Background: an optimization exercise with open tools, aiming at small area, a short achievable clock period and few clock cycles per item. Do not read the settings as production practice. RTL that was checked went through simulation tests only; none was proved equivalent to the original.

## JK
Design expression_solver, start of the top module:
module expression_solver
(
    input clk,
    input rst,
    input start,
    input [7:0] X,
    input [15:0] A,
    input [15:0] B,
    input [15:0] C,
    output [15:0] result,
    output zero,
    output overflow,
    output completed
);
==> flow/config.mk <==
export PLATFORM = sky130hd
export DESIGN_NAME = expression_solver
export DESIGN_NICKNAME = expression_solver
export VERILOG_FILES = /design/flow/design.v
export SDC_FILE = /design/flow/constraint.sdc
export NUM_CORES = 4
export LEC_CHECK = 0
export CAP_MARGIN = 20
export CORE_MARGIN = 2
export CORE_UTILIZATION = 55
export SETUP_SLACK_MARGIN = 2
export SLEW_MARGIN = 20
export SYNTH_HIERARCHICAL = 1
export SYNTH_MINIMUM_KEEP_SIZE = 0
==> flow/constraint.sdc <==
create_clock -name core_clock -period 11.0 [get_ports {clk}]
set_input_delay 2.2000 -clock core_clock [delete_from_list [all_inputs] [get_ports {clk}]]
set_output_delay 2.2000 -clock core_clock [all_outputs]
set_load 0.01 [all_outputs]
standard.sh (not shown) runs the stock make flow with config.mk's settings and CLKGATE_MAP_FILE= SYNTH_SCRIPT=/design/flow/synth_recipe.tcl, a recipe that flattens the netlist after the stock synthesis.
==> flow/flow/run.sh <==
#!/bin/bash
# The standard layout, with the port buffers made from the smallest buffer
# (buf_1) instead of the delay buffer buffer_ports picks by default; the
# resizer still upsizes them where timing, slew or load ask for it.
set -euo pipefail
export BUFFER_PORTS_ARGS="-buffer_cell sky130_fd_sc_hd__buf_1"
bash standard.sh > standard_finish.log 2>&1
Testbench counts of JK, summed over its fixed seeds: cycles 2,400, items 1,200.
Edits applied to the flow inputs when going from JK to MS:
diff --git a/flow/config.mk b/flow/config.mk
--- a/flow/config.mk
+++ b/flow/config.mk
@@ -8,6 +8,6 @@
 export CAP_MARGIN = 20
 export CORE_MARGIN = 2
-export CORE_UTILIZATION = 55
-export SETUP_SLACK_MARGIN = 2
+export CORE_UTILIZATION = 40
+export SETUP_SLACK_MARGIN = 2.5
 export SLEW_MARGIN = 20
 export SYNTH_HIERARCHICAL = 1
### Flow results
MS: no failed stages, no open violations at the end
Against JK, MS comes in 0.10 ns lower on minimum clock period after layout.
MS against JK: sequential share of layout area decreased by 0.18 points relative to the old numbers; setup slack increased by 0.10 ns relative to the old numbers.

---

## old
expression_solver, a different RTL version from the one above (not shown whole).
Size in the first run: ~410 cells after synthesis, roughly 19 flip-flops.
export LEC_CHECK = 0
export CAP_MARGIN = 20
export CORE_MARGIN = 2
export CORE_UTILIZATION = 40
export SETUP_SLACK_MARGIN = 2
export SLEW_MARGIN = 20
export SYNTH_HIERARCHICAL = 1
export SYNTH_MINIMUM_KEEP_SIZE = 0
create_clock -name core_clock -period 11.0 [get_ports {clk}]
Scripts as last shown in full above: flow/flow/run.sh
Relative to old, the following input files were edited for new:
-- flow/config.mk --
<<< old, line 8
>>> new, line 8
export ABC_AREA = 1
==> results.txt <==
Compared to old, new was floorplanned on a bigger die. Comparing old and new, met3 layer usage reported by global route is higher on new. Summary — critical path depth, new relative to old: higher, by 1. On clock-pin slew on the worst setup and hold paths, old and new are basically level. NOTE: area of all placed cells without fillers in new exceeds that of old. Number of instances in the placed design of new exceeds that of old by more than a quarter. Summary of new over old: adder-cell share of the synthesized area shrank by 3.8 points, cell area after synthesis grew by 8.6%.
Function was not checked in any run of this note: the RTL went through the layout flow alone.

---

job 6356:
Another version of the RTL of expression_solver (not shown whole).
For scale: about 430 cells after synthesis, ~78 I/O pins, ~0.0038 mm² of cells after synthesis.
Settings: LEC_CHECK=0, CAP_MARGIN=20, CORE_MARGIN=2, CORE_UTILIZATION=40, SETUP_SLACK_MARGIN=3, SLEW_MARGIN=20, SYNTH_HIERARCHICAL=1, SYNTH_MINIMUM_KEEP_SIZE=0; clock period 11.0 ns.
Scripts as last shown in full above: flow/flow/run.sh
Every stage of the flow completed for job 6356, and the final layout passed the timing, design-rule and antenna checks.
Changes in job 5849 relative to job 6356:
Settings: swapping 40 for 60 in CORE_UTILIZATION; swapping 3 for 2 in SETUP_SLACK_MARGIN.
Notes after the runs:
- Going from job 6356 to job 5849, the setup slack after layout was found to have gone down by 0.22 ns.
- Compared with job 6356, job 5849 instantiates a smaller number of standard cells.
- [job 5849 vs job 6356] non-clock buffer count: lower in job 5849
- Job 5849 reports its startpoint of the worst setup timing path as A[6] while job 6356 reports A[3].
- Wire length per cell after detailed routing (higher): job 5849
Inputs modified between job 5849 and job 8083:
Settings: changing CORE_UTILIZATION from 60 to 40; removing SETUP_SLACK_MARGIN (formerly 2).
Notes after the runs:
- Summary of job 8083 over job 5849: number of well taps up 52; wire length of the first global-routing pass saw an increase.
- Wire length after detailed routing in job 8083 is 2.1% above job 5849.
- Slack of the critical path: job 8083 vs job 5849 down 0.54 ns
- Job 8083 gives more width of the chip than job 5849 did.
- When job 8083 is measured against job 5849, its routed length on met3 turns out 32% lower.
The inputs of job 7075 differ from those of job 8083 as listed below.
Settings: putting SETUP_SLACK_MARGIN at 2.5 where nothing was set.
The utilization reported for job 7075 is greater than that of job 8083 by 2.3 points. From job 8083 to job 7075, share of the synthesized area in compound gates (AO/OA/AOI/OAI) did not move at all. Wire length on met1: job 7075 vs job 8083 — no meaningful difference. | vias after detailed routing | job 7075 vs job 8083 | worse |. Lower pin count of the biggest net entering global routing among job 7075 and job 8083: job 8083. In job 7075 the least setup slack across all paths after layout turned out 0.69 ns higher than in job 8083. Cmp job 7075 and job 8083 / biggest fanout along the worst timing path / lower: job 7075. Job 8083 has a lower register-to-register slack than job 7075. Compared with job 8083, job 7075 shows critical path depth higher by 3. Global-route wire length before repair was lower in job 7075 than in job 8083.
No run of this note included a check of the RTL's function; only the layout flow was run.

---

Setup of the baseline:
expression_solver, a different RTL version from the one above (not shown whole).
Size in the first run: about 460 cells after synthesis, ~18 flip-flops.
clock: 11.0 ns
lec_check: 0
cap_margin: 20
core_margin: 2
core_utilization: 40
slew_margin: 20
run.sh (not shown) runs the stock make flow with config.mk's settings and CLKGATE_MAP_FILE= SYNTH_SCRIPT=/design/flow/synth_recipe.tcl, a recipe that flattens the netlist after the stock synthesis.
Stock flow here: none of the scripts above is used.
The following lists how the candidate was set up differently from the baseline:
==> flow/flow/run.sh (new file) <==
#!/bin/bash
# The standard layout, with the port buffers made from the smallest buffer
# (buf_1) instead of the delay buffer buffer_ports picks by default; the
# resizer still upsizes them where timing, slew or load ask for it.
set -euo pipefail
export BUFFER_PORTS_ARGS="-buffer_cell sky130_fd_sc_hd__buf_1"
bash standard.sh > standard_finish.log 2>&1
==> flow/standard.sh (new file) <==
#!/bin/bash
# synth_recipe.tcl (not shown) runs the flow's synth.tcl, then flattens the netlist and writes it again
# the make line also repeats each setting of config.mk as NAME=value (left out here)
make -C /OpenROAD-flow-scripts/flow DESIGN_CONFIG=/design/flow/config.mk WORK_HOME=/design/flow/orfs CLKGATE_MAP_FILE= SYNTH_SCRIPT=/design/flow/synth_recipe.tcl "${@:-finish}"
removed: flow/run.sh
--- outcome ---
Min core occupancy in the finished layout across the baseline and the candidate: the candidate. Between the baseline and the candidate, the number of cell instances on the worst register-to-register path is lower for the candidate. The standard cells in the candidate occupy less silicon area than those in the baseline do. The candidate vs the baseline: global-route usage over all layers down. Count of nets after finishing was lower in the candidate than in the baseline. [compare] base=the baseline new=the candidate: total wire length -about 2%. The origin of the worst setup path comes out A[2] in one run and A[7] in the other, namely in the candidate and the baseline respectively.
Function was not checked in any run of this note: the RTL went through the layout flow alone.

==> static timing again, ports no longer ideal <==
How much do the figures lean on ideal ports? The routed layouts below were timed once more, with nothing changed but the port constraints.
Step 1 assumes that a clkbuf_16 drives the clock port and a buf_2 every other input.
Step 2 adds t to the input delays and takes it off the output delays; t is the mean of the earliest and latest rising clock arrival at the registers after step 1. Input paths then give back, and output paths get back, about the clock's delay inside the block.
a / b / c = ideal ports / drivers / drivers and shift; a / b = the first two.
run	t (ns)	setup WS [ns]	worst register clock-pin slew, ns
JK	0.274	2.096 / 2.075 / 2.075	0.07 / 0.07
MS	0.279	2.200 / 2.177 / 2.177	0.07 / 0.07
old	0.294	2.229 / 2.209 / 2.209	0.08 / 0.08
new	0.285	2.313 / 2.290 / 2.290	0.08 / 0.08
job 6356	0.270	2.151 / 2.129 / 2.129	0.07 / 0.07
job 5849	0.268	1.935 / 1.909 / 1.909	0.06 / 0.06
job 8083	0.270	1.391 / 1.365 / 1.365	0.07 / 0.07
job 7075	0.278	2.082 / 2.058 / 2.058	0.07 / 0.07
the baseline	0.284	0.429 / 0.401 / 0.401	0.07 / 0.07
the candidate	0.274	1.119 / 1.099 / 1.099	0.07 / 0.07
After both steps setup and hold are still met in every run listed. For the baseline, which loses most, drivers alone change the setup slack by -0.028 ns; drivers and shift together by -0.028 ns.
